From an optimization exercise on the open Yosys and OpenROAD flow, aimed at small area, a short achievable clock period and few clock cycles; shortcuts taken in it are not production practice.

==> run a <==
Design CONVCOR, start of the top module:
module CONVCOR(clk, rst_n, in_valid, in_a, in_b, in_mode, out_valid, out);
Settings: LEC_CHECK=0, CAP_MARGIN=20, CORE_MARGIN=2, CORE_UTILIZATION=40, SLEW_MARGIN=20; clock period 12.5 ns.
standard.sh (not shown) runs the stock make flow with config.mk's settings and CLKGATE_MAP_FILE= SYNTH_SCRIPT=/design/flow/synth_recipe.tcl, a recipe that flattens the netlist after the stock synthesis.
==> flow/flow/run.sh <==
#!/bin/bash
set -euo pipefail
bash standard.sh SETUP_SLACK_MARGIN=7 finish > standard_flow.log 2>&1
==> inputs of run b, as changes to run a <==
--- a/flow/design.v
+++ b/flow/design.v
@@ -8,38 +8,35 @@
 reg acc;
 wire idle = (cnt == 4'd0);
 wire mm = idle ? in_mode : m;
 wire last = m ? (cnt == 4'd4) : (cnt == 4'd10);
 wire [3:0] ncnt = idle ? {3'd0, in_valid} : (last ? 4'd0 : cnt + 4'd1);
 reg [15:0] A1, A2, A3, B1, B2, B3;
 wire shift = (cnt[3:2] == 2'b00) && (cnt[1:0] != 2'b11);
 always @(posedge clk) begin
-  if (shift) begin
-    A1 <= in_a; A2 <= A1; A3 <= A2;
-    B1 <= in_b; B2 <= B1; B3 <= B2;
-  end
+  A1 <= shift ? in_a : A3; A2 <= A1; A3 <= A2;
+  B1 <= shift ? in_b : B3; B2 <= B1; B3 <= B2;
 end
 reg [2:0] nax, nay;
 reg npx, npy, nacc, nvalid;
 always @(*) begin
   nax = 3'b000; nay = 3'b000; npx = 1'b1; npy = 1'b1; nacc = 1'b0; nvalid = 1'b0;
   if (m) begin
     nacc = (cnt == 4'd1) || (cnt == 4'd2);
     nvalid = (cnt == 4'd3);
   end else begin
     case (cnt)
-      4'd0: begin npx = 1'b0; nax = 3'b001; end
       4'd1: begin npx = 1'b0; npy = 1'b0; nax = 3'b001; nay = 3'b010; end
       4'd2: begin npx = 1'b0; npy = 1'b0; nax = 3'b100; nay = 3'b001; end
-      4'd3: begin npx = 1'b0; npy = 1'b0; nax = 3'b010; nay = 3'b010; end
-      4'd4: begin npx = 1'b0; npy = 1'b0; nax = 3'b001; nay = 3'b100; end
+      4'd3: begin npx = 1'b0; npy = 1'b0; nax = 3'b100; nay = 3'b100; end
+      4'd4: begin npx = 1'b0; npy = 1'b0; nax = 3'b100; nay = 3'b010; end
       4'd5: begin npx = 1'b0; npy = 1'b0; nax = 3'b010; nay = 3'b001; end
-      4'd6: begin npx = 1'b0; npy = 1'b0; nax = 3'b001; nay = 3'b010; end
-      4'd7: begin npx = 1'b0; npy = 1'b0; nax = 3'b001; nay = 3'b001; end
+      4'd6: begin npx = 1'b0; npy = 1'b0; nax = 3'b010; nay = 3'b100; end
+      4'd7: begin npx = 1'b0; npy = 1'b0; nax = 3'b100; nay = 3'b100; end
       default: ;
     endcase
     nacc = (cnt == 4'd2) || (cnt == 4'd4) || (cnt == 4'd5) || (cnt == 4'd7);
     nvalid = (cnt == 4'd1) || (cnt == 4'd3) || (cnt == 4'd6) || (cnt == 4'd8) || (cnt == 4'd9);
   end
   if (idle) begin
     nax = 3'b000; nay = 3'b000; npx = 1'b1; npy = 1'b1; nacc = 1'b0; nvalid = 1'b0;
   end
==> flow/flow/run.sh (replaced) <==
#!/bin/bash
set -euo pipefail
bash standard.sh SETUP_SLACK_MARGIN=8 finish > standard_flow.log 2>&1
==> inputs of run c, as changes to run a <==
==> flow/flow/run.sh (replaced) <==
#!/bin/bash
set -euo pipefail
bash standard.sh SETUP_SLACK_MARGIN=8 finish > standard_flow.log 2>&1
==> flow_summary.yaml <==
run_status:
  status: "complete, no violations"
final_layout:
  clk_share: 0.0479
  multiInputGateArea_um2: 8920
  buffers_excl_clock: 80
  inv_count: 138
critical_path:
  max_stage_delay_ns: 0.78
  r2r_setup_slack_ns: 7.26
sta:
  fin_ws_ns: 7.26
  timing.hold.ws_ns: 0.446
placed_design:
  post-place-ws_ns: 7.09
clock_tree:
  cts_buffers: 24
grt:
  grt_use_total: 0.199
  grt_start_max_net_pins: 97
synthesis:
  ys_seq_area_frac: 0.344
The numbers above come from run a.

==> flow_summary.yaml <==
run_status:
  status: "complete, no violations"
final_layout:
  buffers_excl_clock: 146
  multiInputGateArea_um2: 9390
sta:
  timing.hold.ws_ns: 0.445
  fin_ws_ns: 7.92
grt:
  grt_start_max_net_pins: 49
  grt_use_total: 0.201
critical_path:
  max_stage_delay_ns: 0.55
clock_tree:
  cts_buffers: 24
The numbers above come from run c.

==> flow_summary.yaml <==
critical_path:
  max_stage_delay_ns: 0.55
  r2r_setup_slack_ns: 7.97
  cp_cell_sequence: "a22oi_1 -> xor2_1 -> fa_1 -> fa_1 -> fa_1 -> inv_1 -> fa_1 -> ha_4 -> a21o_1 -> nor2b_2 -> o21ai_2 -> a311oi_4 -> buf_6 -> o21bai_1 -> a21o_1 -> xor2_1"
grt:
  antenna_found_initial: 0
  grt_start_max_net_pins: 51
  grt_use_total: 0.202
final_layout:
  inv_count: 150
  clk_share: 0.0493
  buffers_excl_clock: 175
  bufAreaShareNonClock: 0.0876
clock_tree:
  cts_buffers: 25
sta:
  timing.hold.ws_ns: 0.338
run_status:
  status: "complete, no violations"
The numbers above come from run b.

No functional check of the RTL was part of any run of this note.

==> separate check: timing with driven ports <==
The flow's constraints put no driver on any port. The routed layouts listed below were extracted and timed again, unchanged, in two steps.
Step 1 (the two cells are an assumption about what drives the block):
set clk [get_ports {clk}]
set_driving_cell -lib_cell sky130_fd_sc_hd__clkbuf_16 $clk
set_driving_cell -lib_cell sky130_fd_sc_hd__buf_2 [delete_from_list [all_inputs] $clk]
Step 2 also shifts input and output timing later by t, the mid clock arrival at the registers, as if the neighbouring blocks saw the same clock.
Slacks: ideal / step 1 / step 2; pairs: ideal / step 1.
run | t, ns | slack for setup (ns) | hold WS [ns] | slew at the worst register clock pin (ns)
run a | 0.597 | 7.257 / 7.257 / 7.257 | 0.446 / 0.446 / 0.446 | 0.06 / 0.06
run b | 0.597 | 7.968 / 7.968 / 7.968 | 0.338 / 0.338 / 0.338 | 0.07 / 0.07
run c | 0.602 | 7.924 / 7.924 / 7.924 | 0.445 / 0.445 / 0.445 | 0.07 / 0.07
After both steps every run listed still meets setup and hold.
